This is an optimization exercise on Yosys and OpenROAD, whose aim is small area, not a production implementation.
Only simulation tests tie the RTL to the original design; equivalence was not proved.
Power and IR drop assume default switching activity.

===== flow/design.v =====
module FIR_Filter_Optimized(
  input clk,
  input CLK_Filter,
  input rst_n,
  input wire [7:0] RED_ADC_Value,
  input wire [7:0] IR_ADC_Next,
  output wire [19:0] Out_RED_Filtered,
  output wire [19:0] Out_IR_Filtered);
reg [8*46-1:0] sr;    
reg [4:0] h;          
reg [18:0] ir_hold;
reg [18:0] out_red, out_ir;
assign Out_RED_Filtered = {1'b0, out_red};
assign Out_IR_Filtered = {1'b0, out_ir};
wire [7:0] mn0 = ~(sr[31:24] & {8{h >= 5'd2}});
wire [7:0] mn1 = ~(sr[47:40] & {8{h >= 5'd3}});
wire [7:0] mn2 = ~(sr[63:56] & {8{h >= 5'd4}});
wire [7:0] mn3 = ~(sr[79:72] & {8{h >= 5'd5}});
wire [7:0] mn4 = ~(sr[95:88] & {8{h >= 5'd6}});
wire [7:0] mn5 = ~(sr[111:104] & {8{h >= 5'd7}});
wire [7:0] mn6 = ~(sr[127:120] & {8{h >= 5'd8}});
wire [7:0] mn7 = ~(sr[143:136] & {8{h >= 5'd9}});
wire [7:0] mn8 = ~(sr[159:152] & {8{h >= 5'd10}});
wire [7:0] mn9 = ~(sr[175:168] & {8{h >= 5'd11}});
wire [7:0] mn10 = ~(sr[191:184] & {8{h >= 5'd12}});
wire [7:0] mn11 = ~(sr[207:200] & {8{h >= 5'd13}});
wire [7:0] mn12 = ~(sr[223:216] & {8{h >= 5'd14}});
wire [7:0] mn13 = ~(sr[239:232] & {8{h >= 5'd15}});
wire [7:0] mn14 = ~(sr[255:248] & {8{h >= 5'd16}});
wire [7:0] mn15 = ~(sr[271:264] & {8{h >= 5'd17}});
wire [7:0] mn16 = ~(sr[287:280] & {8{h >= 5'd18}});
wire [7:0] mn17 = ~(sr[303:296] & {8{h >= 5'd19}});
wire [7:0] mn18 = ~(sr[319:312] & {8{h >= 5'd20}});
wire [7:0] mn19 = ~(sr[335:328] & {8{h >= 5'd21}});
wire [7:0] mn20 = ~(sr[351:344] & {8{h >= 5'd22}});
wire [7:0] mn21 = ~(sr[367:360] & {8{h >= 5'd23}});
wire hs1, hc2, fs3, fc4, fs5, fc6, fs7, fc8, fs9, fc10, fs11, fc12, fs13, fc14, fs15, fc16, hs17, hc18, fs19, fc20, fs21, fc22, fs23, fc24, fs25, fc26, fs27, fc28, fs29, fc30, fs31, fc32, hs33, hc34, fs35, fc36, fs37, fc38, fs39, fc40, fs41, fc42, fs43, fc44, fs45, fc46, fs47, fc48, hs49, hc50, fs51, fc52, fs53, fc54, fs55, fc56, fs57, fc58, fs59, fc60, fs61, fc62, fs63, fc64, hs65, hc66, fs67, fc68, fs69, fc70, fs71, fc72, fs73, fc74, fs75, fc76, fs77, fc78, fs79, fc80, hs81, hc82, fs83, fc84, fs85, fc86, fs87, fc88, fs89, fc90, fs91, fc92, fs93, fc94, fs95, fc96, hs97, hc98, fs99, fc100, fs101, fc102, fs103, fc104, fs105, fc106, fs107, fc108, fs109, fc110, fs111, fc112, hs113, hc114, fs115, fc116, fs117, fc118, fs119, fc120, fs121, fc122, fs123, fc124, fs125, fc126, fs127, fc128, nv129, nv130, nv131, nv132, nv133, nv134, nv135, nv136, nv137, nv138, nv139, nv140, nv141, nv142, nv143, nv144, nv145, nv146, nv147, nv148, nv149, nv150, nv151, nv152, nv153, nv154, nv155, nv156, nv157, nv158, nv159, nv160, nv161, nv162, nv163, nv164, nv165, nv166, nv167, nv168, nv169, nv170, nv171, nv172, nv173, nv174, nv175, nv176, nv177, nv178, nv179, nv180, nv181, nv182, fs183, fc184, hs185, hc186, fs187, fc188, fs189, fc190, fs191, fc192, fs193, fc194, fs195, fc196, fs197, fc198, fs199, fc200, fs201, fc202, fs203, fc204, fs205, fc206, fs207, fc208, fs209, fc210, fs211, fc212, fs213, fc214, fs215, fc216, fs217, fc218, fs219, fc220, fs221, fc222, fs223, fc224, fs225, fc226, fs227, fc228, fs229, fc230, fs231, fc232, fs233, fc234, fs235, fc236, fs237, fc238, fs239, fc240, fs241, fc242, fs243, fc244, fs245, fc246, fs247, fc248, fs249, fc250, fs251, fc252, fs253, fc254, fs255, fc256, fs257, fc258, fs259, fc260, fs261, fc262, fs263, fc264, fs265, fc266, fs267, fc268, fs269, fc270, fs271, fc272, fs273, fc274, fs275, fc276, fs277, fc278, fs279, fc280, fs281, fc282, fs283, fc284, fs285, fc286, fs287, fc288, fs289, fc290, fs291, fc292, fs293, fc294, fs295, fc296, hs297, hc298, fs299, fc300, fs301, fc302, fs303, fc304, fs305, fc306, fs307, fc308, fs309, fc310, fs311, fc312, fs313, fc314, fs315, fc316, fs317, fc318, fs319, fc320, fs321, fc322, fs323, fc324, fs325, fc326, fs327, fc328, fs329, fc330, fs331, fc332, fs333, fc334, fs335, fc336, fs337, fc338, fs339, fc340, fs341, fc342, fs343, fc344, fs345, fc346, fs347, fc348, fs349, fc350, fs351, fc352, fs353, fc354, fs355, fc356, fs357, fc358, fs359, fc360, fs361, fc362, fs363, fc364, fs365, fc366, fs367, fc368, fs369, fc370, fs371, fc372, fs373, fc374, fs375, fc376, fs377, fc378, fs379, fc380, fs381, fc382, fs383, fc384, fs385, fc386, fs387, fc388, fs389, fc390, fs391, fc392, fs393, fc394, fs395, fc396, fs397, fc398, fs399, fc400, fs401, fc402, fs403, fc404, fs405, fc406, fs407, fc408, fs409, fc410, fs411, fc412, fs413, fc414, fs415, fc416, fs417, fc418, fs419, fc420, fs421, fc422, fs423, fc424, fs425, fc426, fs427, fc428, fs429, fc430, fs431, fc432, fs433, fc434, fs435, fc436, fs437, fc438, fs439, fc440, fs441, fc442, fs443, fc444, fs445, fc446, fs447, fc448, fs449, fc450, fs451, fc452, fs453, fc454, fs455, fc456, fs457, fc458, fs459, fc460, fs461, fc462, fs463, fc464, fs465, fc466, fs467, fc468, fs469, fc470, fs471, fc472, fs473, fc474, fs475, fc476, fs477, fc478, fs479, fc480, fs481, fc482, fs483, fc484, fs485, fc486, hs487, hc488, fs489, fc490, fs491, fc492, fs493, fc494, fs495, fc496, fs497, fc498, fs499, fc500, fs501, fc502, fs503, fc504, fs505, fc506, fs507, fc508, fs509, fc510, fs511, fc512, fs513, fc514, fs515, fc516, fs517, fc518, fs519, fc520, fs521, fc522, fs523, fc524, fs525, fc526, fs527, fc528, fs529, fc530, hs531, hc532, fs533, fc534, fs535, fc536, fs537, fc538, fs539, fc540, fs541, fc542, fs543, fc544, fs545, fc546, fs547, fc548, fs549, fc550, fs551, fc552, fs553, fc554, fs555, fc556, fs557, fc558, fs559, fc560, fs561, fc562, fs563, fc564, fs565, fc566, fs567, fc568, fs569, fc570, fs571, fc572, fs573, fc574, fs575, fc576, fs577, fc578, fs579, fc580, fs581, fc582, fs583, fc584, fs585, fc586, fs587, fc588, fs589, fc590, fs591, fc592, fs593, fc594, fs595, fc596, fs597, fc598, fs599, fc600, hs601, hc602, fs603, fc604, fs605, fc606, fs607, fc608, fs609, fc610, fs611, fc612, fs613, fc614, fs615, fc616, fs617, fc618, fs619, fc620, fs621, fc622, fs623, fc624, fs625, fc626, hs627, hc628, fs629, fc630, fs631, fc632, fs633, fc634, fs635, fc636, fs637, fc638, fs639, fc640, fs641, fc642, fs643, fc644, fs645, fc646, hs647, hc648, fs649, fc650, fs651, fc652, fs653, fc654, fs655, fc656, fs657, fc658, fs659, fc660, fs661, fc662, fs663, fc664, hs665, hc666, fs667, fc668, hs669, hc670, hs671, hc672;
HA uhs1(.a(mn1[0]), .b(mn20[0]), .s(hs1), .co(hc2));
FA ufs3(.a(mn1[1]), .b(mn20[1]), .c(hc2), .s(fs3), .co(fc4));
FA ufs5(.a(mn1[2]), .b(mn20[2]), .c(fc4), .s(fs5), .co(fc6));
FA ufs7(.a(mn1[3]), .b(mn20[3]), .c(fc6), .s(fs7), .co(fc8));
FA ufs9(.a(mn1[4]), .b(mn20[4]), .c(fc8), .s(fs9), .co(fc10));
FA ufs11(.a(mn1[5]), .b(mn20[5]), .c(fc10), .s(fs11), .co(fc12));
FA ufs13(.a(mn1[6]), .b(mn20[6]), .c(fc12), .s(fs13), .co(fc14));
FA ufs15(.a(mn1[7]), .b(mn20[7]), .c(fc14), .s(fs15), .co(fc16));
HA uhs17(.a(mn3[0]), .b(mn18[0]), .s(hs17), .co(hc18));
FA ufs19(.a(mn3[1]), .b(mn18[1]), .c(hc18), .s(fs19), .co(fc20));
FA ufs21(.a(mn3[2]), .b(mn18[2]), .c(fc20), .s(fs21), .co(fc22));
FA ufs23(.a(mn3[3]), .b(mn18[3]), .c(fc22), .s(fs23), .co(fc24));
FA ufs25(.a(mn3[4]), .b(mn18[4]), .c(fc24), .s(fs25), .co(fc26));
FA ufs27(.a(mn3[5]), .b(mn18[5]), .c(fc26), .s(fs27), .co(fc28));
FA ufs29(.a(mn3[6]), .b(mn18[6]), .c(fc28), .s(fs29), .co(fc30));
FA ufs31(.a(mn3[7]), .b(mn18[7]), .c(fc30), .s(fs31), .co(fc32));
HA uhs33(.a(mn4[0]), .b(mn17[0]), .s(hs33), .co(hc34));
FA ufs35(.a(mn4[1]), .b(mn17[1]), .c(hc34), .s(fs35), .co(fc36));
FA ufs37(.a(mn4[2]), .b(mn17[2]), .c(fc36), .s(fs37), .co(fc38));
FA ufs39(.a(mn4[3]), .b(mn17[3]), .c(fc38), .s(fs39), .co(fc40));
FA ufs41(.a(mn4[4]), .b(mn17[4]), .c(fc40), .s(fs41), .co(fc42));
FA ufs43(.a(mn4[5]), .b(mn17[5]), .c(fc42), .s(fs43), .co(fc44));
FA ufs45(.a(mn4[6]), .b(mn17[6]), .c(fc44), .s(fs45), .co(fc46));
FA ufs47(.a(mn4[7]), .b(mn17[7]), .c(fc46), .s(fs47), .co(fc48));
HA uhs49(.a(mn5[0]), .b(mn16[0]), .s(hs49), .co(hc50));
FA ufs51(.a(mn5[1]), .b(mn16[1]), .c(hc50), .s(fs51), .co(fc52));
FA ufs53(.a(mn5[2]), .b(mn16[2]), .c(fc52), .s(fs53), .co(fc54));
FA ufs55(.a(mn5[3]), .b(mn16[3]), .c(fc54), .s(fs55), .co(fc56));
FA ufs57(.a(mn5[4]), .b(mn16[4]), .c(fc56), .s(fs57), .co(fc58));
FA ufs59(.a(mn5[5]), .b(mn16[5]), .c(fc58), .s(fs59), .co(fc60));
FA ufs61(.a(mn5[6]), .b(mn16[6]), .c(fc60), .s(fs61), .co(fc62));
FA ufs63(.a(mn5[7]), .b(mn16[7]), .c(fc62), .s(fs63), .co(fc64));
HA uhs65(.a(mn6[0]), .b(mn15[0]), .s(hs65), .co(hc66));
FA ufs67(.a(mn6[1]), .b(mn15[1]), .c(hc66), .s(fs67), .co(fc68));
FA ufs69(.a(mn6[2]), .b(mn15[2]), .c(fc68), .s(fs69), .co(fc70));
FA ufs71(.a(mn6[3]), .b(mn15[3]), .c(fc70), .s(fs71), .co(fc72));
FA ufs73(.a(mn6[4]), .b(mn15[4]), .c(fc72), .s(fs73), .co(fc74));
FA ufs75(.a(mn6[5]), .b(mn15[5]), .c(fc74), .s(fs75), .co(fc76));
FA ufs77(.a(mn6[6]), .b(mn15[6]), .c(fc76), .s(fs77), .co(fc78));
FA ufs79(.a(mn6[7]), .b(mn15[7]), .c(fc78), .s(fs79), .co(fc80));
HA uhs81(.a(mn7[0]), .b(mn14[0]), .s(hs81), .co(hc82));
FA ufs83(.a(mn7[1]), .b(mn14[1]), .c(hc82), .s(fs83), .co(fc84));
FA ufs85(.a(mn7[2]), .b(mn14[2]), .c(fc84), .s(fs85), .co(fc86));
FA ufs87(.a(mn7[3]), .b(mn14[3]), .c(fc86), .s(fs87), .co(fc88));
FA ufs89(.a(mn7[4]), .b(mn14[4]), .c(fc88), .s(fs89), .co(fc90));
FA ufs91(.a(mn7[5]), .b(mn14[5]), .c(fc90), .s(fs91), .co(fc92));
FA ufs93(.a(mn7[6]), .b(mn14[6]), .c(fc92), .s(fs93), .co(fc94));
FA ufs95(.a(mn7[7]), .b(mn14[7]), .c(fc94), .s(fs95), .co(fc96));
HA uhs97(.a(mn8[0]), .b(mn13[0]), .s(hs97), .co(hc98));
FA ufs99(.a(mn8[1]), .b(mn13[1]), .c(hc98), .s(fs99), .co(fc100));
FA ufs101(.a(mn8[2]), .b(mn13[2]), .c(fc100), .s(fs101), .co(fc102));
FA ufs103(.a(mn8[3]), .b(mn13[3]), .c(fc102), .s(fs103), .co(fc104));
FA ufs105(.a(mn8[4]), .b(mn13[4]), .c(fc104), .s(fs105), .co(fc106));
FA ufs107(.a(mn8[5]), .b(mn13[5]), .c(fc106), .s(fs107), .co(fc108));
FA ufs109(.a(mn8[6]), .b(mn13[6]), .c(fc108), .s(fs109), .co(fc110));
FA ufs111(.a(mn8[7]), .b(mn13[7]), .c(fc110), .s(fs111), .co(fc112));
HA uhs113(.a(mn9[0]), .b(mn12[0]), .s(hs113), .co(hc114));
FA ufs115(.a(mn9[1]), .b(mn12[1]), .c(hc114), .s(fs115), .co(fc116));
FA ufs117(.a(mn9[2]), .b(mn12[2]), .c(fc116), .s(fs117), .co(fc118));
FA ufs119(.a(mn9[3]), .b(mn12[3]), .c(fc118), .s(fs119), .co(fc120));
FA ufs121(.a(mn9[4]), .b(mn12[4]), .c(fc120), .s(fs121), .co(fc122));
FA ufs123(.a(mn9[5]), .b(mn12[5]), .c(fc122), .s(fs123), .co(fc124));
FA ufs125(.a(mn9[6]), .b(mn12[6]), .c(fc124), .s(fs125), .co(fc126));
FA ufs127(.a(mn9[7]), .b(mn12[7]), .c(fc126), .s(fs127), .co(fc128));
assign nv129 = ~hs17;
assign nv130 = ~fs19;
assign nv131 = ~fs21;
assign nv132 = ~fs23;
assign nv133 = ~fs25;
assign nv134 = ~fs27;
assign nv135 = ~fs29;
assign nv136 = ~fs31;
assign nv137 = ~fc32;
assign nv138 = ~hs49;
assign nv139 = ~fs51;
assign nv140 = ~fs53;
assign nv141 = ~fs55;
assign nv142 = ~fs57;
assign nv143 = ~fs59;
assign nv144 = ~fs61;
assign nv145 = ~fs63;
assign nv146 = ~fc64;
assign nv147 = ~hs65;
assign nv148 = ~fs67;
assign nv149 = ~fs69;
assign nv150 = ~fs71;
assign nv151 = ~fs73;
assign nv152 = ~fs75;
assign nv153 = ~fs77;
assign nv154 = ~fs79;
assign nv155 = ~fc80;
assign nv156 = ~hs81;
assign nv157 = ~fs83;
assign nv158 = ~fs85;
assign nv159 = ~fs87;
assign nv160 = ~fs89;
assign nv161 = ~fs91;
assign nv162 = ~fs93;
assign nv163 = ~fs95;
assign nv164 = ~fc96;
assign nv165 = ~hs97;
assign nv166 = ~fs99;
assign nv167 = ~fs101;
assign nv168 = ~fs103;
assign nv169 = ~fs105;
assign nv170 = ~fs107;
assign nv171 = ~fs109;
assign nv172 = ~fs111;
assign nv173 = ~fc112;
assign nv174 = ~hs113;
assign nv175 = ~fs115;
assign nv176 = ~fs117;
assign nv177 = ~fs119;
assign nv178 = ~fs121;
assign nv179 = ~fs123;
assign nv180 = ~fs125;
assign nv181 = ~fs127;
assign nv182 = ~fc128;
FA ufs183(.a(1'b1), .b(hs33), .c(nv156), .s(fs183), .co(fc184));
HA uhs185(.a(nv165), .b(fs183), .s(hs185), .co(hc186));
FA ufs187(.a(mn0[0]), .b(mn21[0]), .c(hs1), .s(fs187), .co(fc188));
FA ufs189(.a(hs33), .b(hs113), .c(nv147), .s(fs189), .co(fc190));
FA ufs191(.a(fs35), .b(fc184), .c(fs187), .s(fs191), .co(fc192));
FA ufs193(.a(nv157), .b(nv166), .c(fs189), .s(fs193), .co(fc194));
FA ufs195(.a(hc186), .b(fs191), .c(fs193), .s(fs195), .co(fc196));
FA ufs197(.a(1'b1), .b(mn0[1]), .c(mn21[1]), .s(fs197), .co(fc198));
FA ufs199(.a(nv129), .b(nv138), .c(fs197), .s(fs199), .co(fc200));
FA ufs201(.a(fs3), .b(fs35), .c(fs115), .s(fs201), .co(fc202));
FA ufs203(.a(fc188), .b(fc190), .c(nv148), .s(fs203), .co(fc204));
FA ufs205(.a(fs199), .b(fs37), .c(fc192), .s(fs205), .co(fc206));
FA ufs207(.a(nv158), .b(nv167), .c(fs201), .s(fs207), .co(fc208));
FA ufs209(.a(fc194), .b(fs203), .c(fs205), .s(fs209), .co(fc210));
FA ufs211(.a(fs207), .b(fc196), .c(fs209), .s(fs211), .co(fc212));
FA ufs213(.a(1'b1), .b(mn0[2]), .c(mn21[2]), .s(fs213), .co(fc214));
FA ufs215(.a(hs1), .b(hs33), .c(nv174), .s(fs215), .co(fc216));
FA ufs217(.a(fc198), .b(fs213), .c(nv130), .s(fs217), .co(fc218));
FA ufs219(.a(nv139), .b(fs215), .c(fc200), .s(fs219), .co(fc220));
FA ufs221(.a(fs5), .b(fs37), .c(fs117), .s(fs221), .co(fc222));
FA ufs223(.a(fc202), .b(nv149), .c(fc204), .s(fs223), .co(fc224));
FA ufs225(.a(fs217), .b(fs219), .c(fs39), .s(fs225), .co(fc226));
FA ufs227(.a(fc206), .b(fs221), .c(nv159), .s(fs227), .co(fc228));
FA ufs229(.a(nv168), .b(fc208), .c(fs223), .s(fs229), .co(fc230));
FA ufs231(.a(fs225), .b(fc210), .c(fs227), .s(fs231), .co(fc232));
FA ufs233(.a(fs229), .b(fc212), .c(fs231), .s(fs233), .co(fc234));
FA ufs235(.a(mn0[3]), .b(mn21[3]), .c(mn2[0]), .s(fs235), .co(fc236));
FA ufs237(.a(mn19[0]), .b(hs65), .c(nv165), .s(fs237), .co(fc238));
FA ufs239(.a(fc214), .b(fs235), .c(fs3), .s(fs239), .co(fc240));
FA ufs241(.a(fs35), .b(fc216), .c(nv175), .s(fs241), .co(fc242));
FA ufs243(.a(fs237), .b(nv131), .c(nv140), .s(fs243), .co(fc244));
FA ufs245(.a(fs239), .b(fc218), .c(fs241), .s(fs245), .co(fc246));
FA ufs247(.a(fc220), .b(fc222), .c(fs7), .s(fs247), .co(fc248));
FA ufs249(.a(fs39), .b(fs119), .c(nv150), .s(fs249), .co(fc250));
FA ufs251(.a(fc224), .b(fs243), .c(fs245), .s(fs251), .co(fc252));
FA ufs253(.a(fs41), .b(fc226), .c(nv160), .s(fs253), .co(fc254));
FA ufs255(.a(nv169), .b(fc228), .c(fs247), .s(fs255), .co(fc256));
FA ufs257(.a(fc230), .b(fs249), .c(fs251), .s(fs257), .co(fc258));
FA ufs259(.a(fc232), .b(fs253), .c(fs255), .s(fs259), .co(fc260));
FA ufs261(.a(fs257), .b(fc234), .c(fs259), .s(fs261), .co(fc262));
FA ufs263(.a(1'b1), .b(mn0[4]), .c(mn21[4]), .s(fs263), .co(fc264));
FA ufs265(.a(mn2[1]), .b(mn19[1]), .c(hs17), .s(fs265), .co(fc266));
FA ufs267(.a(hs33), .b(nv156), .c(fc236), .s(fs267), .co(fc268));
FA ufs269(.a(fs263), .b(fs67), .c(fc238), .s(fs269), .co(fc270));
FA ufs271(.a(fs265), .b(nv166), .c(fs267), .s(fs271), .co(fc272));
FA ufs273(.a(fs5), .b(fs37), .c(fc240), .s(fs273), .co(fc274));
FA ufs275(.a(nv176), .b(fc242), .c(fs269), .s(fs275), .co(fc276));
FA ufs277(.a(fs271), .b(fs273), .c(nv132), .s(fs277), .co(fc278));
FA ufs279(.a(nv141), .b(fc244), .c(fc246), .s(fs279), .co(fc280));
FA ufs281(.a(fs275), .b(fs9), .c(fs41), .s(fs281), .co(fc282));
FA ufs283(.a(fs121), .b(fc248), .c(nv151), .s(fs283), .co(fc284));
FA ufs285(.a(fc250), .b(fs277), .c(fc252), .s(fs285), .co(fc286));
FA ufs287(.a(fs279), .b(fs43), .c(nv161), .s(fs287), .co(fc288));
FA ufs289(.a(nv170), .b(fc254), .c(fc256), .s(fs289), .co(fc290));
FA ufs291(.a(fs281), .b(fs283), .c(fc258), .s(fs291), .co(fc292));
FA ufs293(.a(fs285), .b(fc260), .c(fs287), .s(fs293), .co(fc294));
FA ufs295(.a(fs289), .b(fs291), .c(fc262), .s(fs295), .co(fc296));
HA uhs297(.a(fs293), .b(fs295), .s(hs297), .co(hc298));
FA ufs299(.a(mn0[5]), .b(mn21[5]), .c(mn2[2]), .s(fs299), .co(fc300));
FA ufs301(.a(mn19[2]), .b(hs49), .c(hs65), .s(fs301), .co(fc302));
FA ufs303(.a(fc264), .b(fs299), .c(fs19), .s(fs303), .co(fc304));
FA ufs305(.a(fs35), .b(fc266), .c(fs301), .s(fs305), .co(fc306));
FA ufs307(.a(nv157), .b(fc268), .c(fs69), .s(fs307), .co(fc308));
FA ufs309(.a(fc270), .b(nv167), .c(fs303), .s(fs309), .co(fc310));
FA ufs311(.a(fs305), .b(fc272), .c(fc274), .s(fs311), .co(fc312));
FA ufs313(.a(fs7), .b(fs39), .c(fs307), .s(fs313), .co(fc314));
FA ufs315(.a(nv177), .b(fc276), .c(fs309), .s(fs315), .co(fc316));
FA ufs317(.a(nv133), .b(nv142), .c(fc278), .s(fs317), .co(fc318));
FA ufs319(.a(fs311), .b(fc280), .c(fs313), .s(fs319), .co(fc320));
FA ufs321(.a(fs315), .b(fs11), .c(fs43), .s(fs321), .co(fc322));
FA ufs323(.a(fs123), .b(fc282), .c(nv152), .s(fs323), .co(fc324));
FA ufs325(.a(fc284), .b(fs317), .c(fc286), .s(fs325), .co(fc326));
FA ufs327(.a(fs319), .b(fs45), .c(nv162), .s(fs327), .co(fc328));
FA ufs329(.a(nv171), .b(fc288), .c(fc290), .s(fs329), .co(fc330));
FA ufs331(.a(fs321), .b(fs323), .c(fc292), .s(fs331), .co(fc332));
FA ufs333(.a(fs325), .b(fc294), .c(fs327), .s(fs333), .co(fc334));
FA ufs335(.a(fs329), .b(fs331), .c(fs333), .s(fs335), .co(fc336));
FA ufs337(.a(fc296), .b(hc298), .c(fs335), .s(fs337), .co(fc338));
FA ufs339(.a(1'b1), .b(mn0[6]), .c(mn21[6]), .s(fs339), .co(fc340));
FA ufs341(.a(mn2[3]), .b(mn19[3]), .c(mn10[0]), .s(fs341), .co(fc342));
FA ufs343(.a(mn11[0]), .b(hs81), .c(hs97), .s(fs343), .co(fc344));
FA ufs345(.a(hs113), .b(fc300), .c(fs339), .s(fs345), .co(fc346));
FA ufs347(.a(fs341), .b(fs51), .c(fs67), .s(fs347), .co(fc348));
FA ufs349(.a(fc302), .b(fs343), .c(fs345), .s(fs349), .co(fc350));
FA ufs351(.a(fs21), .b(fs37), .c(fc304), .s(fs351), .co(fc352));
FA ufs353(.a(fc306), .b(nv158), .c(fs347), .s(fs353), .co(fc354));
FA ufs355(.a(fs349), .b(fc308), .c(fs71), .s(fs355), .co(fc356));
FA ufs357(.a(fs351), .b(nv168), .c(fc310), .s(fs357), .co(fc358));
FA ufs359(.a(fs353), .b(fc312), .c(fs9), .s(fs359), .co(fc360));
FA ufs361(.a(fs41), .b(nv178), .c(fc314), .s(fs361), .co(fc362));
FA ufs363(.a(fs355), .b(fc316), .c(fs357), .s(fs363), .co(fc364));
FA ufs365(.a(nv134), .b(nv143), .c(fc318), .s(fs365), .co(fc366));
FA ufs367(.a(fs359), .b(fc320), .c(fs361), .s(fs367), .co(fc368));
FA ufs369(.a(fs363), .b(fs13), .c(fs45), .s(fs369), .co(fc370));
FA ufs371(.a(fs125), .b(fc322), .c(nv153), .s(fs371), .co(fc372));
FA ufs373(.a(fc324), .b(fs365), .c(fc326), .s(fs373), .co(fc374));
FA ufs375(.a(fs367), .b(fs47), .c(nv163), .s(fs375), .co(fc376));
FA ufs377(.a(nv172), .b(fc328), .c(fc330), .s(fs377), .co(fc378));
FA ufs379(.a(fs369), .b(fs371), .c(fc332), .s(fs379), .co(fc380));
FA ufs381(.a(fs373), .b(fc334), .c(fs375), .s(fs381), .co(fc382));
FA ufs383(.a(fs377), .b(fs379), .c(fc336), .s(fs383), .co(fc384));
FA ufs385(.a(fs381), .b(fc338), .c(fs383), .s(fs385), .co(fc386));
FA ufs387(.a(1'b1), .b(mn0[7]), .c(mn21[7]), .s(fs387), .co(fc388));
FA ufs389(.a(mn2[4]), .b(mn19[4]), .c(mn10[1]), .s(fs389), .co(fc390));
FA ufs391(.a(mn11[1]), .b(fc340), .c(fc342), .s(fs391), .co(fc392));
FA ufs393(.a(fs387), .b(fs389), .c(fs83), .s(fs393), .co(fc394));
FA ufs395(.a(fs99), .b(fs115), .c(fc344), .s(fs395), .co(fc396));
FA ufs397(.a(fc346), .b(fs391), .c(fs53), .s(fs397), .co(fc398));
FA ufs399(.a(fs69), .b(fc348), .c(fs393), .s(fs399), .co(fc400));
FA ufs401(.a(fs395), .b(fc350), .c(fc352), .s(fs401), .co(fc402));
FA ufs403(.a(fs23), .b(fs39), .c(fs397), .s(fs403), .co(fc404));
FA ufs405(.a(nv159), .b(fc354), .c(fs399), .s(fs405), .co(fc406));
FA ufs407(.a(fs73), .b(fc356), .c(nv169), .s(fs407), .co(fc408));
FA ufs409(.a(fc358), .b(fs401), .c(fs403), .s(fs409), .co(fc410));
FA ufs411(.a(fs405), .b(fs11), .c(fs43), .s(fs411), .co(fc412));
FA ufs413(.a(fc360), .b(nv179), .c(fc362), .s(fs413), .co(fc414));
FA ufs415(.a(fc364), .b(fs407), .c(fs409), .s(fs415), .co(fc416));
FA ufs417(.a(nv135), .b(nv144), .c(fc366), .s(fs417), .co(fc418));
FA ufs419(.a(fs411), .b(fc368), .c(fs413), .s(fs419), .co(fc420));
FA ufs421(.a(fs415), .b(fc48), .c(nv164), .s(fs421), .co(fc422));
FA ufs423(.a(nv173), .b(fs15), .c(fs47), .s(fs423), .co(fc424));
FA ufs425(.a(fs127), .b(fc370), .c(nv154), .s(fs425), .co(fc426));
FA ufs427(.a(fc372), .b(fs417), .c(fc374), .s(fs427), .co(fc428));
FA ufs429(.a(fs419), .b(fc376), .c(fc378), .s(fs429), .co(fc430));
FA ufs431(.a(fs421), .b(fs423), .c(fs425), .s(fs431), .co(fc432));
FA ufs433(.a(fs427), .b(fc380), .c(fs429), .s(fs433), .co(fc434));
FA ufs435(.a(fc382), .b(fs431), .c(fs433), .s(fs435), .co(fc436));
FA ufs437(.a(fc384), .b(fs435), .c(fc386), .s(fs437), .co(fc438));
FA ufs439(.a(1'b1), .b(mn2[5]), .c(mn19[5]), .s(fs439), .co(fc440));
FA ufs441(.a(mn10[2]), .b(mn11[2]), .c(fc388), .s(fs441), .co(fc442));
FA ufs443(.a(fc390), .b(fs439), .c(fc392), .s(fs443), .co(fc444));
FA ufs445(.a(fs441), .b(fs85), .c(fs101), .s(fs445), .co(fc446));
FA ufs447(.a(fs117), .b(fc394), .c(fc396), .s(fs447), .co(fc448));
FA ufs449(.a(fs443), .b(fc398), .c(fs55), .s(fs449), .co(fc450));
FA ufs451(.a(fs71), .b(fs445), .c(fs447), .s(fs451), .co(fc452));
FA ufs453(.a(fc400), .b(fc402), .c(fs25), .s(fs453), .co(fc454));
FA ufs455(.a(fs41), .b(nv160), .c(fc404), .s(fs455), .co(fc456));
FA ufs457(.a(fs449), .b(fc406), .c(fs451), .s(fs457), .co(fc458));
FA ufs459(.a(fs75), .b(nv170), .c(fc408), .s(fs459), .co(fc460));
FA ufs461(.a(fs453), .b(fc410), .c(fs455), .s(fs461), .co(fc462));
FA ufs463(.a(fs457), .b(fs13), .c(fs45), .s(fs463), .co(fc464));
FA ufs465(.a(fc412), .b(nv180), .c(fc414), .s(fs465), .co(fc466));
FA ufs467(.a(fs459), .b(fc416), .c(fs461), .s(fs467), .co(fc468));
FA ufs469(.a(fc16), .b(fc48), .c(fc128), .s(fs469), .co(fc470));
FA ufs471(.a(nv155), .b(nv136), .c(nv145), .s(fs471), .co(fc472));
FA ufs473(.a(fc418), .b(fs463), .c(fc420), .s(fs473), .co(fc474));
FA ufs475(.a(fs465), .b(fs467), .c(fc422), .s(fs475), .co(fc476));
FA ufs477(.a(fc424), .b(fs469), .c(fc426), .s(fs477), .co(fc478));
FA ufs479(.a(fs471), .b(fc428), .c(fs473), .s(fs479), .co(fc480));
FA ufs481(.a(fc430), .b(fs475), .c(fs477), .s(fs481), .co(fc482));
FA ufs483(.a(fc432), .b(fs479), .c(fc434), .s(fs483), .co(fc484));
FA ufs485(.a(fs481), .b(fc436), .c(fs483), .s(fs485), .co(fc486));
HA uhs487(.a(fc438), .b(fs485), .s(hs487), .co(hc488));
FA ufs489(.a(mn2[6]), .b(mn19[6]), .c(mn10[3]), .s(fs489), .co(fc490));
FA ufs491(.a(mn11[3]), .b(fc440), .c(fs489), .s(fs491), .co(fc492));
FA ufs493(.a(fc442), .b(fs491), .c(fc444), .s(fs493), .co(fc494));
FA ufs495(.a(fc446), .b(fc448), .c(fs87), .s(fs495), .co(fc496));
FA ufs497(.a(fs103), .b(fs119), .c(fs493), .s(fs497), .co(fc498));
FA ufs499(.a(fs57), .b(fs73), .c(fc450), .s(fs499), .co(fc500));
FA ufs501(.a(fc452), .b(fs495), .c(fs497), .s(fs501), .co(fc502));
FA ufs503(.a(fs27), .b(fs43), .c(fc454), .s(fs503), .co(fc504));
FA ufs505(.a(nv161), .b(fc456), .c(fs499), .s(fs505), .co(fc506));
FA ufs507(.a(fc458), .b(fs501), .c(fs77), .s(fs507), .co(fc508));
FA ufs509(.a(nv171), .b(fc460), .c(fs503), .s(fs509), .co(fc510));
FA ufs511(.a(fc462), .b(fs505), .c(nv137), .s(fs511), .co(fc512));
FA ufs513(.a(nv146), .b(fs15), .c(fs47), .s(fs513), .co(fc514));
FA ufs515(.a(fc464), .b(nv181), .c(fc466), .s(fs515), .co(fc516));
FA ufs517(.a(fs507), .b(fs509), .c(fc468), .s(fs517), .co(fc518));
FA ufs519(.a(fc470), .b(fc472), .c(fs511), .s(fs519), .co(fc520));
FA ufs521(.a(fs513), .b(fc474), .c(fs515), .s(fs521), .co(fc522));
FA ufs523(.a(fs517), .b(fc476), .c(fc478), .s(fs523), .co(fc524));
FA ufs525(.a(fs519), .b(fc480), .c(fs521), .s(fs525), .co(fc526));
FA ufs527(.a(fc482), .b(fs523), .c(fs525), .s(fs527), .co(fc528));
FA ufs529(.a(fc484), .b(fs527), .c(fc486), .s(fs529), .co(fc530));
HA uhs531(.a(hc488), .b(fs529), .s(hs531), .co(hc532));
FA ufs533(.a(mn2[7]), .b(mn19[7]), .c(mn10[4]), .s(fs533), .co(fc534));
FA ufs535(.a(mn11[4]), .b(fc490), .c(fs533), .s(fs535), .co(fc536));
FA ufs537(.a(fc492), .b(fs535), .c(fc494), .s(fs537), .co(fc538));
FA ufs539(.a(fs89), .b(fs105), .c(fs121), .s(fs539), .co(fc540));
FA ufs541(.a(fc496), .b(fc498), .c(fs537), .s(fs541), .co(fc542));
FA ufs543(.a(fs59), .b(fs75), .c(fc500), .s(fs543), .co(fc544));
FA ufs545(.a(fs539), .b(fc502), .c(fs541), .s(fs545), .co(fc546));
FA ufs547(.a(fs29), .b(fs45), .c(fc504), .s(fs547), .co(fc548));
FA ufs549(.a(nv162), .b(fc506), .c(fs543), .s(fs549), .co(fc550));
FA ufs551(.a(fs545), .b(fc16), .c(fc48), .s(fs551), .co(fc552));
FA ufs553(.a(nv182), .b(fs79), .c(fc508), .s(fs553), .co(fc554));
FA ufs555(.a(nv172), .b(fc510), .c(fs547), .s(fs555), .co(fc556));
FA ufs557(.a(fs549), .b(fc512), .c(fc514), .s(fs557), .co(fc558));
FA ufs559(.a(fs551), .b(fc516), .c(fs553), .s(fs559), .co(fc560));
FA ufs561(.a(fs555), .b(fc518), .c(fc520), .s(fs561), .co(fc562));
FA ufs563(.a(fs557), .b(fc522), .c(fs559), .s(fs563), .co(fc564));
FA ufs565(.a(fc524), .b(fs561), .c(fc526), .s(fs565), .co(fc566));
FA ufs567(.a(fs563), .b(fc528), .c(fs565), .s(fs567), .co(fc568));
FA ufs569(.a(fs567), .b(fc530), .c(hc532), .s(fs569), .co(fc570));
FA ufs571(.a(1'b1), .b(mn10[5]), .c(mn11[5]), .s(fs571), .co(fc572));
FA ufs573(.a(fc534), .b(fs571), .c(fc536), .s(fs573), .co(fc574));
FA ufs575(.a(fs573), .b(fc538), .c(fs91), .s(fs575), .co(fc576));
FA ufs577(.a(fs107), .b(fs123), .c(fc540), .s(fs577), .co(fc578));
FA ufs579(.a(fc542), .b(fs61), .c(fs77), .s(fs579), .co(fc580));
FA ufs581(.a(fc544), .b(fs575), .c(fs577), .s(fs581), .co(fc582));
FA ufs583(.a(fc546), .b(fc80), .c(nv173), .s(fs583), .co(fc584));
FA ufs585(.a(fs31), .b(fs47), .c(fc548), .s(fs585), .co(fc586));
FA ufs587(.a(nv163), .b(fc550), .c(fs579), .s(fs587), .co(fc588));
FA ufs589(.a(fs581), .b(fc552), .c(fc554), .s(fs589), .co(fc590));
FA ufs591(.a(fs583), .b(fc556), .c(fs585), .s(fs591), .co(fc592));
FA ufs593(.a(fs587), .b(fc558), .c(fs589), .s(fs593), .co(fc594));
FA ufs595(.a(fc560), .b(fs591), .c(fc562), .s(fs595), .co(fc596));
FA ufs597(.a(fs593), .b(fc564), .c(fs595), .s(fs597), .co(fc598));
FA ufs599(.a(fc566), .b(fs597), .c(fc568), .s(fs599), .co(fc600));
HA uhs601(.a(fc570), .b(fs599), .s(hs601), .co(hc602));
FA ufs603(.a(mn10[6]), .b(mn11[6]), .c(fc572), .s(fs603), .co(fc604));
FA ufs605(.a(fs603), .b(fc574), .c(fs93), .s(fs605), .co(fc606));
FA ufs607(.a(fs109), .b(fs125), .c(fc576), .s(fs607), .co(fc608));
FA ufs609(.a(fc578), .b(fc32), .c(fc48), .s(fs609), .co(fc610));
FA ufs611(.a(nv164), .b(fs63), .c(fs79), .s(fs611), .co(fc612));
FA ufs613(.a(fc580), .b(fc582), .c(fs605), .s(fs613), .co(fc614));
FA ufs615(.a(fs607), .b(fc584), .c(fc586), .s(fs615), .co(fc616));
FA ufs617(.a(fs609), .b(fc588), .c(fs611), .s(fs617), .co(fc618));
FA ufs619(.a(fs613), .b(fc590), .c(fs615), .s(fs619), .co(fc620));
FA ufs621(.a(fc592), .b(fs617), .c(fc594), .s(fs621), .co(fc622));
FA ufs623(.a(fs619), .b(fc596), .c(fs621), .s(fs623), .co(fc624));
FA ufs625(.a(fc598), .b(fs623), .c(fc600), .s(fs625), .co(fc626));
HA uhs627(.a(hc602), .b(fs625), .s(hs627), .co(hc628));
FA ufs629(.a(mn10[7]), .b(mn11[7]), .c(fc604), .s(fs629), .co(fc630));
FA ufs631(.a(fs629), .b(fc64), .c(fc80), .s(fs631), .co(fc632));
FA ufs633(.a(fs95), .b(fs111), .c(fs127), .s(fs633), .co(fc634));
FA ufs635(.a(fc606), .b(fc608), .c(fc610), .s(fs635), .co(fc636));
FA ufs637(.a(fc612), .b(fs631), .c(fc614), .s(fs637), .co(fc638));
FA ufs639(.a(fs633), .b(fc616), .c(fs635), .s(fs639), .co(fc640));
FA ufs641(.a(fc618), .b(fs637), .c(fc620), .s(fs641), .co(fc642));
FA ufs643(.a(fs639), .b(fc622), .c(fs641), .s(fs643), .co(fc644));
FA ufs645(.a(fc624), .b(fs643), .c(fc626), .s(fs645), .co(fc646));
HA uhs647(.a(hc628), .b(fs645), .s(hs647), .co(hc648));
FA ufs649(.a(fc630), .b(fc96), .c(fc112), .s(fs649), .co(fc650));
FA ufs651(.a(fc128), .b(fc632), .c(fc634), .s(fs651), .co(fc652));
FA ufs653(.a(fs649), .b(fc636), .c(fs651), .s(fs653), .co(fc654));
FA ufs655(.a(fc638), .b(fc640), .c(fs653), .s(fs655), .co(fc656));
FA ufs657(.a(fc642), .b(fs655), .c(fc644), .s(fs657), .co(fc658));
FA ufs659(.a(fs657), .b(fc646), .c(hc648), .s(fs659), .co(fc660));
FA ufs661(.a(fc650), .b(fc652), .c(fc654), .s(fs661), .co(fc662));
FA ufs663(.a(fc656), .b(fs661), .c(fc658), .s(fs663), .co(fc664));
HA uhs665(.a(fc660), .b(fs663), .s(hs665), .co(hc666));
FA ufs667(.a(1'b1), .b(fc662), .c(fc664), .s(fs667), .co(fc668));
HA uhs669(.a(hc666), .b(fs667), .s(hs669), .co(hc670));
HA uhs671(.a(fc668), .b(hc670), .s(hs671), .co(hc672));
wire [18:0] sum_n = {hs671, hs669, hs665, fs659, hs647, hs627, hs601, fs569, hs531, hs487, fs437, fs385, fs337, hs297, fs261, fs233, fs211, fs195, hs185};
always @(posedge clk) begin
  sr <= {sr[8*45-1:0], CLK_Filter ? RED_ADC_Value : IR_ADC_Next};
  ir_hold <= ~sum_n;
  if (rst_n) begin
    h <= 5'd0;
    out_red <= 19'd0;
    out_ir <= 19'd0;
  end else if (CLK_Filter) begin
    if (h != 5'd23) h <= h + 5'd1;
    out_red <= ~sum_n;
    out_ir <= ir_hold;
  end
end
endmodule
module FA(input a, input b, input c, output s, output co);
assign s = a ^ b ^ c;
assign co = (a & b) | (c & (a ^ b));
endmodule
module HA(input a, input b, output s, output co);
assign s = a ^ b;
assign co = a & b;
endmodule
module Controller_StateMachine(ADC, clk, Find_Setting, rst_n, LED_Drive, DC_Comp, LED_IR, LED_RED, PGA_Gain,
                               RED_ADC_Value, IR_ADC_Next, CLK_Filter);
	input  wire [7:0] ADC;
	input  wire clk;
	input  wire rst_n;           
	input  wire Find_Setting;
	output wire [3:0] LED_Drive;
	output reg  [6:0] DC_Comp;
	output wire LED_IR;
	output wire LED_RED;
	output reg  [3:0] PGA_Gain;
	output reg  [7:0] RED_ADC_Value;  
	output wire [7:0] IR_ADC_Next;    
	output reg  CLK_Filter;
	localparam [3:0] S_IDLE  = 4'd0,   
	                 S_RST4  = 4'd1,   
	                 S_ROP   = 4'd2,
	                 S_RGAIN = 4'd3,
	                 S_IOP   = 4'd4,
	                 S_IGAIN = 4'd5,
	                 S_AR    = 4'd6,
	                 S_AI    = 4'd7,
	                 S_ALT   = 4'd8;
	reg [3:0]  st;
	reg [1:0]  prev;         
	reg [15:0] gw;           
	reg [4:0]  cnt;
	reg [7:0]  vmin, vmax;
	reg [6:0]  oth_op;
	reg [3:0]  oth_g;
	reg        led_ir;
	reg [7:0]  IR_ADC_Value;
	assign LED_Drive = 4'd10;
	assign LED_IR  = led_ir;
	assign LED_RED = ~led_ir;
	wire in_reset = (st == S_IDLE) | (st == S_RST4);
	wire win_done = cnt[4] & cnt[2];
	wire aw_ok    = cnt[3] & cnt[1];
	wire in_alt   = (st == S_ALT) | (st == S_AR) | (st == S_AI);
	wire in_rng = (ADC < 8'd240) & (ADC > 8'd5);
	wire clip   = (ADC > 8'd240) | (ADC < 8'd5);
	wire gw_ok  = (|gw[15:10]) | (gw[9] & ((|gw[8:6]) | (gw[5] & (|gw[4:0]))));
	wire [8:0] cmin, cmax;
	assign cmin[0] = 1'b1;    
	assign cmax[0] = 1'b0;    
	genvar gi;
	generate for (gi = 0; gi < 8; gi = gi + 1) begin : cmp
		assign cmin[gi+1] = (ADC[gi] & ~vmin[gi]) | (cmin[gi] & (ADC[gi] | ~vmin[gi]));
		assign cmax[gi+1] = (ADC[gi] & ~vmax[gi]) | (cmax[gi] & (ADC[gi] | ~vmax[gi]));
	end endgenerate
	wire lt_min = ~cmin[8];
	wire gt_max = cmax[8];
	wire [7:0] dcy;           
	wire [7:2] q;             
	assign dcy[1] = vmax[0] | ~vmin[0];
	assign dcy[2] = (vmax[1] & ~vmin[1]) | (dcy[1] & (vmax[1] | ~vmin[1]));
	generate for (gi = 2; gi < 7; gi = gi + 1) begin : sub
		FA u(.a(vmax[gi]), .b(~vmin[gi]), .c(dcy[gi]), .s(q[gi]), .co(dcy[gi+1]));
	end endgenerate
	assign q[7] = vmax[7] ^ ~vmin[7] ^ dcy[7];
	wire [7:0] mid;
	wire [7:0] mcy;
	HA m0(.a(vmin[0]), .b(q[2]), .s(mid[0]), .co(mcy[1]));
	generate for (gi = 1; gi < 6; gi = gi + 1) begin : add
		FA u(.a(vmin[gi]), .b(q[gi+2]), .c(mcy[gi]), .s(mid[gi]), .co(mcy[gi+1]));
	end endgenerate
	HA m6(.a(vmin[6]), .b(mcy[6]), .s(mid[6]), .co(mcy[7]));
	assign mid[7] = vmin[7] ^ mcy[7];
	wire accept = (mid >= 8'd117) & (mid <= 8'd137);
	wire [15:0] gw_inc;
	wire [15:0] gcy;
	assign gw_inc[0] = ~gw[0];
	assign gcy[1] = gw[0];
	generate for (gi = 1; gi < 15; gi = gi + 1) begin : ginc
		HA u(.a(gw[gi]), .b(gcy[gi]), .s(gw_inc[gi]), .co(gcy[gi+1]));
	end endgenerate
	assign gw_inc[15] = gw[15] ^ gcy[15];
	assign IR_ADC_Next = rst_n ? 8'd0 :
	                     Find_Setting ? IR_ADC_Value :
	                     in_reset ? 8'd0 :
	                     ((st == S_ALT) & (prev == 2'd2)) ? ADC : IR_ADC_Value;
	always @(posedge clk) begin
		IR_ADC_Value <= IR_ADC_Next;
		if (rst_n) CLK_Filter <= 1'b0;
		else CLK_Filter <= ~CLK_Filter;
	end
	always @(posedge clk) begin
		if (rst_n) begin
			st <= S_IDLE;
			prev <= 2'd0;
			led_ir <= 1'b0;
			DC_Comp <= 7'd0;
			PGA_Gain <= 4'd0;
			gw <= 16'd545;
			cnt <= 5'd0;
			vmin <= 8'd255;
			vmax <= 8'd0;
			RED_ADC_Value <= 8'd0;
		end else if (Find_Setting) begin
			st <= S_ROP;
			if (in_alt) cnt <= 5'd1;
		end else begin
			case (st)
			S_IDLE, S_RST4: begin
				led_ir <= 1'b0;
				DC_Comp <= 7'd0;
				PGA_Gain <= 4'd0;
				gw <= 16'd545;
				cnt <= 5'd0;
				vmin <= 8'd255;
				vmax <= 8'd0;
				RED_ADC_Value <= 8'd0;
				st <= (st == S_RST4) ? S_IOP : S_IDLE;
			end
			S_ROP, S_IOP: begin
				if (st == S_IOP) led_ir <= 1'b1;
				if (!win_done) begin
					if (lt_min) vmin <= ADC;
					if (gt_max) vmax <= ADC;
					cnt <= cnt + 5'd1;
				end else begin
					vmin <= 8'd255;
					vmax <= 8'd0;
					cnt <= 5'd1;
					if (accept) begin
						if (st == S_ROP) begin oth_op <= DC_Comp; st <= S_RGAIN; end
						else st <= S_IGAIN;
					end else
						DC_Comp <= DC_Comp + 7'd10;
				end
			end
			S_RGAIN, S_IGAIN: begin
				if (in_rng & gw_ok) PGA_Gain <= PGA_Gain + 4'd1;
				if ((in_rng & gw_ok) | clip) gw <= 16'd1;
				else gw <= gw_inc;
				if (clip) begin
					if (st == S_RGAIN) begin oth_g <= PGA_Gain; st <= S_RST4; end
					else begin st <= S_ALT; cnt <= 5'd10; end
				end
			end
			S_ALT: begin
				if (aw_ok) begin
					cnt <= 5'd1;
					st <= (prev == 2'd1) ? S_AI : S_AR;
				end else
					cnt <= cnt + 5'd1;
				if (prev == 2'd1) RED_ADC_Value <= ADC;
			end
			S_AR, S_AI: begin
				if (led_ir != (st == S_AI)) begin
					DC_Comp <= oth_op;
					oth_op <= DC_Comp;
					PGA_Gain <= oth_g;
					oth_g <= PGA_Gain;
				end
				led_ir <= (st == S_AI);
				st <= S_ALT;
				prev <= (st == S_AI) ? 2'd2 : 2'd1;
			end
			default: ;
			endcase
		end
	end
endmodule
module Top_Module_Controller_and_FIR(ADC,clk,Find_Setting, rst_n, LED_Drive,DC_Comp,LED_IR,LED_RED,PGA_Gain,Out_IR_Filtered,Out_RED_Filtered);
	output wire [3:0] LED_Drive;
	output wire [6:0] DC_Comp;
	output wire LED_IR;
	output wire LED_RED;
	output wire [3:0] PGA_Gain;
	input wire [7:0] ADC;
	input wire clk;
	input wire rst_n;
	input wire Find_Setting;
	output wire [19:0] Out_IR_Filtered;
	output wire [19:0] Out_RED_Filtered;
	wire [7:0] RED_ADC_Value;
	wire [7:0] IR_ADC_Next;
	wire CLK_Filter;
	Controller_StateMachine Controller(
	.ADC(ADC), .clk(clk), .Find_Setting(Find_Setting), .rst_n(rst_n),
	.LED_Drive(LED_Drive), .DC_Comp(DC_Comp), .LED_IR(LED_IR), .LED_RED(LED_RED), .PGA_Gain(PGA_Gain),
	.RED_ADC_Value(RED_ADC_Value), .IR_ADC_Next(IR_ADC_Next), .CLK_Filter(CLK_Filter));
	FIR_Filter_Optimized Filters(
	.clk(clk), .CLK_Filter(CLK_Filter), .rst_n(rst_n),
	.RED_ADC_Value(RED_ADC_Value), .IR_ADC_Next(IR_ADC_Next),
	.Out_RED_Filtered(Out_RED_Filtered), .Out_IR_Filtered(Out_IR_Filtered));
endmodule

===== flow/flow/run.sh =====
#!/bin/bash
# Layout flow: the standard ORFS flow (standard.sh: the standard synthesis,
# floorplan, power grid, tap cells, placement, CTS, routing), with two settings
# passed to it through the environment:
#  - every port still gets its own buffer, but the smallest one (buf_1);
#  - the clock tree uses clkbuf_8 sink clusters and no dummy loads.
# The whole make output goes to flow_make.log in this folder; ORFS also writes
# each step's log under orfs/logs/.
set -euo pipefail
export BUFFER_PORTS_ARGS="-buffer_cell sky130_fd_sc_hd__buf_1"
export CTS_ARGS="-sink_clustering_enable -repair_clock_nets -dont_use_dummy_load -buf_list sky130_fd_sc_hd__clkbuf_16 -sink_clustering_size 32 -sink_clustering_max_diameter 80"
bash standard.sh finish > flow_make.log 2>&1

===== flow/standard.sh =====
#!/bin/bash
# synth_recipe.tcl (not shown) runs the flow's synth.tcl, then flattens the netlist and writes it again
# the make line also repeats each setting of config.mk as NAME=value (left out here)
make -C /OpenROAD-flow-scripts/flow DESIGN_CONFIG=/design/flow/config.mk WORK_HOME=/design/flow/orfs CLKGATE_MAP_FILE= SYNTH_SCRIPT=/design/flow/synth_recipe.tcl "${@:-finish}"

===== flow/config.mk =====
export PLATFORM = sky130hd
export DESIGN_NAME = Top_Module_Controller_and_FIR
export DESIGN_NICKNAME = Top_Module_Controller_and_FIR
export VERILOG_FILES = /design/flow/design.v
export SDC_FILE = /design/flow/constraint.sdc
export NUM_CORES = 4
export LEC_CHECK = 0
export CAP_MARGIN = 20
export CORE_MARGIN = 2
export CORE_UTILIZATION = 68
export SLEW_MARGIN = 20
export SYNTH_HIERARCHICAL = 1

===== flow/constraint.sdc =====
create_clock -name core_clock -period 10.0 [get_ports {clk}]
set_input_delay 2.0000 -clock core_clock [delete_from_list [all_inputs] [get_ports {clk}]]
set_output_delay 2.0000 -clock core_clock [all_outputs]
set_load 0.01 [all_outputs]

==> results.txt <==
* Drt wl/cell at 20.13 µm
* Clock-pin slew on the worst setup and hold paths at 0.11 ns
* Critical Path Sink Type: flop
* Most common cell after layout, fill and taps aside: dfxtp_1
* Setup crit start: Filters.h[4]
* Status: timing/DRC/antenna clean
* Hold buffer count at cts at 0
* Initial DRC count at 642
* Area Growth Syn to Fin at 6.264%
* Clk latency of the worst-skew pair at 0.56 ns
* Yosys warns at 8
* IO Port Bufs at 61
* CTS sink cnt at 513
* Total die area at 32620 µm²
* Yosys cell types at 81
* Async S/R FF share, synth at 0%
* Crit start category: flop
* Core ar. at 30670 µm²
* Initial antenna violation count at 1
* Layout Skew at 0.03647 ns
* Cell area after synthesis at 21210 µm²
* EDFF count, synth at 11
* Minimum clock period at 9.627 ns
* Overflow after GRT at 0
* Layout Nets at slightly above 2000
* HP Class: flop to flop
* Reg-to-Reg Start: Filters.h[4]
* TritonCTS clock tree: done
* Min-delay src: Filters.sr[292]
* Fmax at 103.9 MHz
* Critical path's slowest cell: or4_4
* Die Span X at 180.6 µm
* IO Count at 68
* Worst R2R Setup Slack at 0.37 ns
* Fin Hold WS at 0.2955 ns
* Setup ws final at 0.3729 ns
* Maximum vdd drop at 0.1452 mV
* Total GRT Usage at 27.31%
* Register area share after synthesis at 48.93%
* Worst Path Max Fanout at 15
* Count of final setup violators at 0
* N_diodes at 0
* Number of antenna-violating nets in the routed design at 0
* DP Wirelength at 34460 µm
* Pre-CTS WS at 0.2170 ns
* Clk root buf: clkbuf_16
* Max-slew headroom at roughly 26%
* Top FF cell, synth: dfxtp_1
* Starting Density at 69.17%
* Fin Setup TNS at 0 ns
* Residual DRC count at 0
* Max incr delay on CP at around 0.57 ns
* WL final at 42660 µm
* Top delay family on crit path: adder cells
* Worst Path Required at 10.46 ns
* Placed cells at approximately 2100
* Number of vias per cell at 5.547
* Largest net degree at the start of global routing at 88
* Pwr Total at roughly 3400 µW
* Number of global-route vias before repair at 12580
* Max Cap Violations at 0
* FP Rows at between 60 and 70
* Max clock buf depth at 3
* Non-filler cells, final at ~2100
* Synth Register Bits at 513
* Crit Path Category: flop to flop
* Final Hold Vio Count at 0
* Routability cong. at ~0.9
* Fillers at 2093
* Layout cell share with drive strength beyond 1 at 6.326%
* CP Buf/Inv Count at 1
* Final period util at a little over nine tenths
* Avg Cell Area, Syn at 12.84 µm²
* DR pass1 iterations at 5
* Fin. max-slew vios at 0
* Syn Inst Count at 1652
* CTS Buf Count at 22
* First-pass GRT wire length at around 70000 µm
* Worst Tran Pin Value at approximately 1.1 ns
* CP most frequent cell: fa_1
* Die height at about 180 µm
* Via count at 11750
* PwrDens at 152.7 nW/µm²
* Most frequent cells in the layout: 499 x dfxtp_1, 293 x fa_1, 212 x nand2_1
* LEAKAGE at 0.008371 µW
* Htree depth at 1
* Worst Path Arrival at 10.09 ns
==> area by class of cell <==
class	instances	area (µm²)	area share [%]
multi-input cells	992	10240	45.44
well taps	396	495.5	2.198
repair buffers	95	488.0	2.165
flip-flops and latches	513	10390	46.08
clock buffers	22	550.5	2.442
inverters	101	379.1	1.682
==> per-layer routing <==
layer / global-route usage (%) / vias to the layer above / share of wire (%)
li1: - / 5468 / -
met2: 46.63 / 301 / 50
met3: 3.072 / 77 / 4.1
met4: 8.581 / 0 / 3.3
met1: 37.15 / 5908 / 43
met5: 0 / - / 0
==> modules after synthesis (local to each module, per instance), excerpt <==
module	cell area (µm²)	flops+latches	copies in the design	cells inside
FIR_Filter_Optimized	10600	430	1	850
Controller_StateMachine	4163	83	1	467
FA	20.02	0	301	1
HA	12.51	0	34	1
==> state kept, by name, indices dropped and copies added, names as in the netlist, 2 cells and up <==
register,count
Controller.DC_Comp,7
Controller.IR_ADC_Value,8
Controller.PGA_Gain,4
Controller.RED_ADC_Value,8
Controller.cnt,5
Controller.gw,16
Controller.oth_g,4
Controller.oth_op,7
Controller.prev,2
Controller.st,4
Controller.vmax,8
Controller.vmin,8
Filters.h,5
Filters.ir_hold,19
Filters.out_ir,19
Filters.out_red,19
Filters.sr,368
==> worst register-to-register path, stage by stage, from the launching register on <==
cell and delay (ns):
dfxtp_1 0.35, buf_4 0.20, or2_1 0.24, or4_4 0.58, nand2_1 0.14, fa_1 0.43, fa_1 0.41, fa_1 0.48
fa_1 0.45, fa_1 0.43, fa_1 0.43, fa_1 0.39, fa_1 0.39, fa_1 0.52, fa_1 0.43, fa_1 0.40
fa_1 0.41, fa_1 0.44, ha_1 0.20, fa_1 0.37, ha_1 0.21, ha_1 0.20, ha_1 0.20, fa_1 0.36
ha_1 0.21, ha_1 0.19, ha_1 0.29, a211oi_1 0.22
==> path summary, 6_finish.rpt <==
path / end / cells after the start
worst max-delay path: Filters.out_red[18] / 27
worst min-delay path: Filters.sr[300] / 0
worst max register to register: Filters.out_red[18] / 27
worst min register to register: Filters.sr[300] / 0
==> cells by family (layout without fill, tap and decap cells) <==
kind of cell / Yosys count / after routing / share of synthesized area [%]
AOI/OAI and AO/OA: 197 / 197 / 6.659
xor gates and xnor gates: 8 / 8 / 0.3303
adders and majority gates: 346 / 346 / 31.03
buffers and inverters: 158 / 218 / 3.244
DFF: 513 / 513 / 48.93
muxes: 36 / 36 / 1.746
other: 4 / 15 / 0.07076
and+or+nand+nor: 390 / 390 / 7.992
==> metrics by stage <==
step           area [µm²]  utilization, %
2_1_floorplan       21250               -
3_3_place_gp        21920           71.49
3_5_place_dp        21920           71.49
4_1_cts             22480           73.28
5_1_grt             22540           73.50
6_report            22540           73.50
==> repair_timing <==
action / CTS / global route
gates resized for setup: 0 / 21
hold endpoints to repair: 0 / 0
buffers inserted: 0 / 1
setup endpoints to repair: 0 / 3
==> Yosys cell counts (7+ instances only) <==
| master | number | share of area [%] |
|---|---|---|
| buf_4 | 8 | 0.28 |
| fa_1 | 301 | 28 |
| o21ai_1 | 9 | 0.21 |
| dfxtp_1 | 502 | 47 |
| nor3_1 | 8 | 0.19 |
| nand2b_1 | 11 | 0.32 |
| ha_1 | 41 | 2.4 |
| clkbuf_1 | 28 | 0.50 |
| inv_1 | 100 | 1.8 |
| a22oi_1 | 7 | 0.25 |
| edfxtp_1 | 11 | 1.6 |
| nand3_1 | 22 | 0.52 |
| nand2_1 | 212 | 3.8 |
| nor2_1 | 94 | 1.7 |
| a22o_1 | 19 | 0.78 |
| mux2_2 | 8 | 0.42 |
| o21ai_0 | 16 | 0.38 |
| mux2i_1 | 28 | 1.3 |
| buf_2 | 12 | 0.28 |
| nor2b_1 | 9 | 0.27 |
| a21oi_1 | 46 | 1.1 |
| o22a_1 | 7 | 0.29 |
| a211oi_1 | 34 | 1.2 |
==> report_power, final <==
group          leakage, µW  internal, µW  switching (µW)  total (µW)
clock network     0.000271           397             585         982
logic              0.00393           132             187         319
registers          0.00417          2100            36.9        2140
total              0.00837          2630             810        3440

## separate check: timing with driven ports
In the flow no input, the clock included, has a driving cell. The finished layout below was timed again as built, in two steps.
Step 1, drivers: a clkbuf_16 drives clk and a buf_2 each remaining input, both assumed.
Step 2 adds t to the input delays and takes it off the output delays; t is the mean of the earliest and latest rising clock arrival at the registers after step 1. Input paths then give back, and output paths get back, about the clock's delay inside the block.
Slacks: ideal ports / drivers / drivers and shift; pairs: ideal ports / drivers.
t, ns: 0.589
setup slack, ns: 0.373 / 0.373 / 0.373
latest minus earliest clock arrival (ns): 0.049 / 0.050
slew at the worst register clock pin (ns): 0.12 / 0.12
After both steps this run still meets setup and hold. The setup slack of this run moves by 0.000 ns with the drivers and by 0.000 ns with both steps.
